Source: an optimization exercise on an open RTL-to-GDS flow (aim: small area, a short achievable clock period and few clock cycles). Production flows keep margins and buffers that such runs may drop. Only simulation tests tie the RTL to the original design; equivalence was not proved. No activity file was given, so power comes from the tool's default toggle rates.

job 6486:
Design riscv_cpu, start of the top module:
module riscv_cpu (
    input         clk, reset,
    output [31:0] PC,
    input  [31:0] Instr,
    output        MemWrite,
    output [31:0] Mem_WrAddr, Mem_WrData,
    input  [31:0] ReadData
);
reg  [31:0] pc_q;                     
reg  [31:0] ir, d_pc;                 
reg         ir_v, d_fp;               
reg  [7:0]  bht;                      
reg  [2:0]  e_bi;                     
reg         e_br, e_bp;               
reg  [31:0] e_a, e_b, e_x;            
reg  [4:0]  e_rd;
reg  [1:0]  e_sz;                     
reg         e_wr, e_ld, e_st, e_jalr, e_j0;
reg         k_eq, k_ne, k_lt, k_ge, k_ltu, k_geu;    
reg         e_sub, e_sra, e_shl;
reg         r_sum, r_sh, r_slt, r_sltu, r_link;
reg  [3:0]  r_lt;                     
reg  [31:0] m_res, m_wd;
reg  [4:0]  m_rd;
reg  [2:0]  m_f3;
reg         m_wr, m_ld, m_mw;
assign PC         = pc_q;
assign Mem_WrAddr = m_res;
assign Mem_WrData = m_wd;
assign MemWrite   = m_mw;
wire [31:0] ldv = m_f3[1] ? ReadData :
                  m_f3[0] ? {{16{~m_f3[2] & ReadData[15]}}, ReadData[15:0]} :
  ...
Size in the first run: roughly 1300 flip-flops, about 160 I/O pins, roughly 66000 um2 of cells after synthesis.
Settings: LEC_CHECK=0, CAP_MARGIN=20, CORE_MARGIN=2, CORE_UTILIZATION=35, SETUP_SLACK_MARGIN=5, SLEW_MARGIN=20, SYNTH_HIERARCHICAL=1, SYNTH_MINIMUM_KEEP_SIZE=20; clock period 12.0 ns.
standard.sh (not shown) runs the stock make flow with config.mk's settings and CLKGATE_MAP_FILE= SYNTH_SCRIPT=/design/flow/synth_recipe.tcl, a recipe that flattens the netlist after the stock synthesis.
==> flow/flow/run.sh <==
#!/bin/bash
# The standard layout (standard.sh), run in two parts, with these changes
# to how it is made (the SDC, with its clock period, is unchanged):
#  - timing repair aims at a setup margin of 7.9 ns up to CTS, and of 8.3 ns
#    at global routing (to leave room for what detailed routing adds)
#  - port buffers start as buf_4 instead of the delay buffer ORFS picks
#  - CTS: clkbuf_16 sink buffers on clusters of up to 16 flip-flops, no dummy loads
# make's full output goes to flow_cts.log and flow_finish.log in this folder.
set -euo pipefail
COMMON=(
  "BUFFER_PORTS_ARGS=-buffer_cell sky130_fd_sc_hd__buf_4"
  "CTS_ARGS=-sink_clustering_enable -repair_clock_nets -dont_use_dummy_load -sink_clustering_buffer sky130_fd_sc_hd__clkbuf_16 -sink_clustering_size 16 -sink_clustering_max_diameter 100"
)
bash standard.sh "${COMMON[@]}" SETUP_SLACK_MARGIN=7.9 cts > flow_cts.log 2>&1
bash standard.sh "${COMMON[@]}" SETUP_SLACK_MARGIN=8.3 finish > flow_finish.log 2>&1
The flow did not stop early for job 6486: all stages ran, and the layout cleared the timing, design-rule and antenna checks.
Testbench counts of job 6486, summed over its fixed seeds: cycles 781,420.
The following lists how job 4027 was set up differently from job 6486:
==> flow/flow/run.sh <==
#!/bin/bash
# The standard layout (standard.sh), run in two parts, with these changes
# to how it is made (the SDC, with its clock period, is unchanged):
#  - timing repair aims at a setup margin of 7.9 ns up to CTS, and of 8.3 ns
#    at global routing (to leave room for what detailed routing adds)
#  - port buffers start as buf_4 instead of the delay buffer ORFS picks
#  - CTS: clkbuf_8 sink buffers, no dummy loads
#  - one more round of timing repair after global routing (flow/grt_extra.tcl)
# make's full output goes to flow_cts.log and flow_finish.log in this folder.
set -euo pipefail
COMMON=(
  "BUFFER_PORTS_ARGS=-buffer_cell sky130_fd_sc_hd__buf_4"
  "CTS_ARGS=-sink_clustering_enable -repair_clock_nets -dont_use_dummy_load -sink_clustering_buffer sky130_fd_sc_hd__clkbuf_8"
)
bash standard.sh "${COMMON[@]}" SETUP_SLACK_MARGIN=7.9 cts > flow_cts.log 2>&1
bash standard.sh "${COMMON[@]}" SETUP_SLACK_MARGIN=8.3 "POST_GLOBAL_ROUTE_TCL=$PWD/flow/grt_extra.tcl" finish > flow_finish.log 2>&1
==> flow/flow/grt_extra.tcl (new file) <==
# one more round of timing repair on the global-routing parasitics
puts "extra timing repair after global routing"
log_cmd global_route -start_incremental
log_cmd estimate_parasitics -global_routing
repair_timing -setup_margin $::env(SETUP_SLACK_MARGIN) -hold_margin 0 -repair_tns 100 -verbose
log_cmd detailed_placement
log_cmd global_route -end_incremental
log_cmd estimate_parasitics -global_routing
report_worst_slack -max
--- outcome ---
On job 4027: non-clock buffer count is 10% higher than what job 6486 gave.
Diff job 6486 -> job 4027 | layout inverter count without the clock tree | decrease of 1
[job 4027 vs job 6486] post-route minimum period: lower in job 4027
Diff job 6486 -> job 4027: fraction of the mapped netlist area in compound gates neither gained nor lost much, critical path depth picked up an extra 8, combinational power share lost 0.4 points.
For the cell area, job 4027 came in 1500 um2 higher than job 6486 did.
On setup slack, job 4027 does better than job 6486.
Compared with job 6486, in job 4027 met2 layer usage reported by global route now larger; non-filler instance count after layout now larger.
Input-level comparison between job 2817 and job 4027:
diff --git a/flow/flow/run.sh b/flow/flow/run.sh
--- a/flow/flow/run.sh
+++ b/flow/flow/run.sh
@@ -6,5 +6,4 @@
 #  - port buffers start as buf_4 instead of the delay buffer ORFS picks
 #  - CTS: clkbuf_8 sink buffers, no dummy loads
-#  - one more round of timing repair after global routing (flow/grt_extra.tcl)
 # make's full output goes to flow_cts.log and flow_finish.log in this folder.
 set -euo pipefail
@@ -14,3 +13,3 @@
 )
 bash standard.sh "${COMMON[@]}" SETUP_SLACK_MARGIN=7.9 cts > flow_cts.log 2>&1
-bash standard.sh "${COMMON[@]}" SETUP_SLACK_MARGIN=8.3 "POST_GLOBAL_ROUTE_TCL=$PWD/flow/grt_extra.tcl" finish > flow_finish.log 2>&1
+bash standard.sh "${COMMON[@]}" SETUP_SLACK_MARGIN=8.3 finish > flow_finish.log 2>&1
removed: flow/flow/grt_extra.tcl
Results
- Re final-layout fill cell count: job 4027 and job 2817 aren't equal, and the lower value belongs to job 4027.
- Higher power dissipated in combinational cells was reported by job 4027, not job 2817.
- Of job 4027 and job 2817, the lower share of the clock period used by the worst path belongs to job 4027.
- The number of nets in the layout number comes out higher for job 4027 vs job 2817.
- Summary: with job 4027 as the reference, non-clock buffer total of the final layout in job 2817 moved down by a little under 10%.
- From job 4027 to job 2817 the numbers moved as follows: count of TritonRoute iterations in the first routing pass saw an increase, detailed-route wire length saw a decrease, clock skew saw an increase, share of the yosys chip area belonging to registers saw little to no change.
The inputs of job 5278 differ from those of job 2817 as listed below.
==> flow/flow/run.sh <==
#!/bin/bash
# The standard layout (standard.sh), run in two parts, with these changes
# to how it is made (the SDC, with its clock period, is unchanged):
#  - timing repair aims at a setup margin of 8.1 ns up to CTS, and of 8.3 ns
#    at global routing (to leave room for what detailed routing adds)
#  - port buffers start as buf_4 instead of the delay buffer ORFS picks
#  - CTS: clkbuf_16 sink buffers on clusters of up to 16 flip-flops, no dummy loads
#  - one more round of timing repair after global routing (flow/grt_extra.tcl)
# make's full output goes to flow_cts.log and flow_finish.log in this folder.
set -euo pipefail
COMMON=(
  "BUFFER_PORTS_ARGS=-buffer_cell sky130_fd_sc_hd__buf_4"
  "CTS_ARGS=-sink_clustering_enable -repair_clock_nets -dont_use_dummy_load -sink_clustering_buffer sky130_fd_sc_hd__clkbuf_16 -sink_clustering_size 16 -sink_clustering_max_diameter 100"
)
bash standard.sh "${COMMON[@]}" SETUP_SLACK_MARGIN=8.1 cts > flow_cts.log 2>&1
bash standard.sh "${COMMON[@]}" SETUP_SLACK_MARGIN=8.3 "POST_GLOBAL_ROUTE_TCL=$PWD/flow/grt_extra.tcl" finish > flow_finish.log 2>&1
==> flow/flow/grt_extra.tcl (new file) <==
# one more round of timing repair on the global-routing parasitics
puts "extra timing repair after global routing"
log_cmd global_route -start_incremental
log_cmd estimate_parasitics -global_routing
repair_timing -setup_margin $::env(SETUP_SLACK_MARGIN) -hold_margin 0 -repair_tns 100 -verbose
log_cmd detailed_placement
log_cmd global_route -end_incremental
log_cmd estimate_parasitics -global_routing
report_worst_slack -max
==> run notes <==
Of job 2817 and job 5278, job 5278 shows the higher setup slack, with job 2817 below it.
Number of diodes delta for job 5278 relative to job 2817: 7 lower
Cmp job 2817 and job 5278 / clock latency of the later-clocked register in the worst-skew pair / higher: job 2817

port drivers added, routing unchanged:
In the flow no input, the clock included, has a driving cell. The finished layouts below were timed again as built, in two steps. Step 1 assumes that a clkbuf_16 drives the clock port and a buf_2 every other input. Step 2 adds t to the input delays and takes it off the output delays; t is the mean of the earliest and latest rising clock arrival at the registers after step 1. Input paths then give back, and output paths get back, about the clock's delay inside the block. Slacks: ideal / step 1 / step 2; pairs: ideal / step 1.
run | shift t [ns] | setup slack, ns | worst setup path at the end | worst register clock-pin slew, ns
job 6486 | 0.821 | 8.124 / 8.143 / 7.357 | input to register | 0.09 / 0.09
job 4027 | 0.867 | 8.156 / 8.126 / 7.376 | input to register | 0.08 / 0.08
job 2817 | 0.868 | 8.055 / 8.055 / 7.316 | input to register | 0.08 / 0.08
job 5278 | 0.806 | 8.211 / 8.148 / 7.492 | input to register | 0.09 / 0.09
After both steps every run listed still meets setup and hold. The setup slack of job 4027, which loses most, moves by -0.030 ns with the drivers and by -0.780 ns with both steps.
